What follows belongs to an exercise in optimizing a design on an open flow for small area, a short achievable clock period and few clock cycles; a production flow would make more cautious choices.
In this exercise RTL edits were held to simulation tests only and were not proved equivalent to the original.
Power is estimated from default activity; no workload was simulated.

==> run a <==
==> flow/design.v <==
module Div (
    input wire clk,
    input wire reset_total,
    input wire reset_local,
    input wire [31:0] dividend_in,
    input wire [31:0] divisor_in,
    output reg zero_division_flag,
    output wire [31:0] remainder_out,
    output wire [31:0] quotient_out,
    output wire done
);
    function [6:0] lzc32;
        input [31:0] x;
        reg [15:0] v1; reg [15:0] c1;
        reg [7:0]  v2; reg [15:0] c2;
        reg [3:0]  v3; reg [11:0] c3;
        reg [1:0]  v4; reg [7:0]  c4;
        reg        v5; reg [4:0]  c5;
        integer k;
        begin
            for (k = 0; k < 16; k = k + 1) begin
                v1[k] = x[31-2*k] | x[30-2*k];
                c1[k] = ~x[31-2*k];
            end
            for (k = 0; k < 8; k = k + 1) begin
                v2[k] = v1[2*k] | v1[2*k+1];
                c2[2*k+:2] = v1[2*k] ? {1'b0, c1[2*k]} : {1'b1, c1[2*k+1]};
            end
            for (k = 0; k < 4; k = k + 1) begin
                v3[k] = v2[2*k] | v2[2*k+1];
                c3[3*k+:3] = v2[2*k] ? {1'b0, c2[4*k+:2]} : {1'b1, c2[4*k+2+:2]};
            end
            for (k = 0; k < 2; k = k + 1) begin
                v4[k] = v3[2*k] | v3[2*k+1];
                c4[4*k+:4] = v3[2*k] ? {1'b0, c3[6*k+:3]} : {1'b1, c3[6*k+3+:3]};
            end
            v5 = v4[0] | v4[1];
            c5 = v4[0] ? {1'b0, c4[3:0]} : {1'b1, c4[7:4]};
            lzc32 = {v5, ~v5, c5 & {5{v5}}};    
        end
    endfunction
    wire        sa = dividend_in[31];
    wire        sb = divisor_in[31];
    wire        ca = sa & ~&(dividend_in[31:1] | ~dividend_in[30:0]);
    wire [6:0]  la = lzc32(sa ? {~dividend_in[30:0], 1'b1} : dividend_in);
    wire [6:0]  lb = lzc32(divisor_in ^ {32{sb}});
    wire [4:0]  lb5 = lb[4:0] | {5{lb[5]}};
    wire        bz = ~sb & ~lb[6];
    wire [6:0]  cmp = {1'b0, la[5:0]} + {2'b11, ~lb5} + {6'd0, ca};
    wire        trivial = ~cmp[6];
    reg  [31:0] r;       
    reg  [31:0] q;       
    reg  [32:0] d;       
    reg  [4:0]  za;      
    reg  [4:0]  zb;      
    reg         zc;      
    reg         run;     
    reg         p2;      
    reg         sr;      
    reg         sq;      
    wire [32:0] rx = {r[31], r};
    wire [32:0] t = rx + d + 33'd1;
    wire        tz = &(rx ^ d);
    wire        ge = sr ? (t[32] | tz) : ~t[32];
    wire [4:0]  s = zb + ~za + {4'd0, ~zc};
    reg  [32:0] d_sh;
    integer i;
    always @* begin
        d_sh = d;
        for (i = 0; i < 5; i = i + 1)
            if (s[i]) d_sh = (d_sh << (1 << i)) | ~({33{1'b1}} << (1 << i));
    end
    wire        go = ~trivial & ~bz;
    wire        take = run & ge & (~p2 | sq);
    always @(posedge clk) begin
        if (reset_local)
            r <= dividend_in & {32{~bz}};
        else if (take)
            r <= t[31:0];
        if (reset_local)
            d <= (sa ^ sb) ? {sb, divisor_in} - 33'd1 : ~{sb, divisor_in};
        else if (p2)
            d <= d_sh;
        else
            d <= {d[32], d[32:1]};
        if (reset_total) begin
            run <= 1'b0;
            p2 <= 1'b0;
        end else if (reset_local) begin
            run <= go;
            p2 <= go;
            za <= la[4:0];
            zb <= lb5;
            zc <= ca;
            q <= 32'd0;
            sr <= sa;
            sq <= sa ^ sb;
            zero_division_flag <= bz;
        end else if (p2) begin
            p2 <= 1'b0;
            za <= s;
            if (!ge) run <= 1'b0;
            q <= {32{sq & ge}};
        end else if (run) begin
            q <= {q[30:0], ge ^ sq};
            za <= za - 5'd1;
            if (za == 5'd0) run <= 1'b0;
        end
    end
    assign done = ~run;
    assign quotient_out  = q;
    assign remainder_out = r;
endmodule
==> flow/flow/run.sh <==
#!/bin/bash
# Standard layout (the standard.sh) with these changes:
# - adders keep Yosys's default carry-lookahead mapping instead of the
#   Kogge-Stone extra map, and are not turned into half/full adder cells, so
#   ABC maps them;
# - the port buffers are the smallest buffer cell (repair_timing upsizes the
#   ones on critical paths).
set -euo pipefail
export ADDER_MAP_FILE=
export SYNTH_OPERATIONS_ARGS=-nordff
export BUFFER_PORTS_ARGS="-buffer_cell sky130_fd_sc_hd__buf_1"
bash standard.sh > flow_make.log 2>&1
==> flow/standard.sh <==
#!/bin/bash
# synth_recipe.tcl (not shown) runs the flow's synth.tcl, then flattens the netlist and writes it again
# the make line also repeats each setting of config.mk as NAME=value (left out here)
make -C /OpenROAD-flow-scripts/flow DESIGN_CONFIG=/design/flow/config.mk WORK_HOME=/design/flow/orfs CLKGATE_MAP_FILE= SYNTH_SCRIPT=/design/flow/synth_recipe.tcl "${@:-finish}"
==> flow/config.mk <==
export PLATFORM = sky130hd
export DESIGN_NAME = Div
export DESIGN_NICKNAME = Div
export VERILOG_FILES = /design/flow/design.v
export SDC_FILE = /design/flow/constraint.sdc
export NUM_CORES = 4
export LEC_CHECK = 0
export ABC_AREA = 1
export CAP_MARGIN = 20
export CORE_MARGIN = 2
export CORE_UTILIZATION = 60
export CTS_BUF_LIST = sky130_fd_sc_hd__clkbuf_4 sky130_fd_sc_hd__clkbuf_8
export CTS_CLUSTER_SIZE = 20
export SETUP_SLACK_MARGIN = 3.0
export SLEW_MARGIN = 20
==> flow/constraint.sdc <==
create_clock -name core_clock -period 6.0 [get_ports {clk}]
set_input_delay 1.2000 -clock core_clock [delete_from_list [all_inputs] [get_ports {clk}]]
set_output_delay 1.2000 -clock core_clock [all_outputs]
set_load 0.01 [all_outputs]
==> run b (differences from run a) <==
--- a/flow/design.v
+++ b/flow/design.v
@@ -60,6 +60,8 @@
     reg         sq;      
     wire [32:0] rx = {r[31], r};
-    wire [32:0] t = rx + d + 33'd1;
-    wire        tz = &(rx ^ d);
+    wire        ci = ~sq;
+    wire [32:0] t = rx + d + {32'd0, ci};
+    wire [32:0] hs = rx ^ d;
+    wire        tz = &(hs ~^ {rx[31:0] | d[31:0], ci});
     wire        ge = sr ? (t[32] | tz) : ~t[32];
     wire [4:0]  s = zb + ~za + {4'd0, ~zc};
@@ -69,6 +71,7 @@
         d_sh = d;
         for (i = 0; i < 5; i = i + 1)
-            if (s[i]) d_sh = (d_sh << (1 << i)) | ~({33{1'b1}} << (1 << i));
+            if (s[i]) d_sh = (d_sh << (1 << i)) | (~({33{1'b1}} << (1 << i)) & {33{~sq}});
     end
+    wire        start = reset_local & ~reset_total;
     wire        go = ~trivial & ~bz;
     wire        take = run & ge & (~p2 | sq);
@@ -79,5 +82,5 @@
             r <= t[31:0];
         if (reset_local)
-            d <= (sa ^ sb) ? {sb, divisor_in} - 33'd1 : ~{sb, divisor_in};
+            d <= {sb, divisor_in} ^ {33{~(sa ^ sb)}};
         else if (p2)
             d <= d_sh;
Settings changed: CORE_UTILIZATION 60 to 40, SETUP_SLACK_MARGIN 3.0 to 3.2.
==> flow_summary.yaml <==
power:
  p_per_area_nw_per_um2: 300
  intPower_mw: 2.00
  seq-power_mw: 1.12
route:
  route.met2.wl_mm: 17.3
  firstDrtPassIters: 5
final_layout:
  clkCellAreaFrac: 0.0270
  buffer_area_frac: 0.108
synthesis:
  synthTopCellsByArea: "edfxtp_1 (23%), nand2_1 (23%), inv_1 (7.0%)"
floorplanning:
  placementRows: 58
timing:
  skew_ps: 17.4
status:
  status: "finished clean"
-- figures above: run b

==> flow_summary.yaml <==
synthesis:
  synthArstFlopShare: 0
  synthTopCellsByArea: "edfxtp_1 (24%), nand2_1 (22%), o21ai_0 (8.2%)"
timing:
  skew_ps: 17.0
status:
  status: "finished clean"
final_layout:
  clkCellAreaFrac: 0.0349
  buffer_area_frac: 0.0672
  post-route-util: 0.687
power:
  intPower_mw: 1.83
  p_leak_nw: 5.39
  p_per_area_nw_per_um2: 302
  seq-power_mw: 1.16
route:
  firstDrtPassIters: 6
  route.met2.wl_mm: 14.4
floorplanning:
  placementRows: 47
-- figures above: run a

Testbench counts of run a, summed over its fixed seeds: cycles 22,792.
Testbench counts of run b, summed over its fixed seeds: cycles 22,792.

what the ideal ports hide:
In the flow no input, the clock included, has a driving cell. The finished layouts below were timed again as built, in two steps. Step 1 (the two cells are an assumption about what drives the block):
set clk [get_ports {clk}]
set_driving_cell -lib_cell sky130_fd_sc_hd__clkbuf_16 $clk
set_driving_cell -lib_cell sky130_fd_sc_hd__buf_2 [delete_from_list [all_inputs] $clk]
Step 2 adds t to the input delays and takes it off the output delays; t is the mean of the earliest and latest rising clock arrival at the registers after step 1. Input paths then give back, and output paths get back, about the clock's delay inside the block. Slacks: ideal / step 1 / step 2; pairs: ideal / step 1.
| run | t, ns | setup WS [ns] | latest minus earliest clock arrival (ns) | cell pins on the clock port's net |
|---|---|---|---|---|
| run a | 0.504 | 3.110 / 3.128 / 2.624 | 0.017 / 0.017 | 1 |
| run b | 0.497 | 3.227 / 3.207 / 2.709 | 0.017 / 0.017 | 1 |
After both steps setup and hold are still met in every run listed. For run b, which loses most, drivers alone change the setup slack by -0.020 ns; drivers and shift together by -0.518 ns.
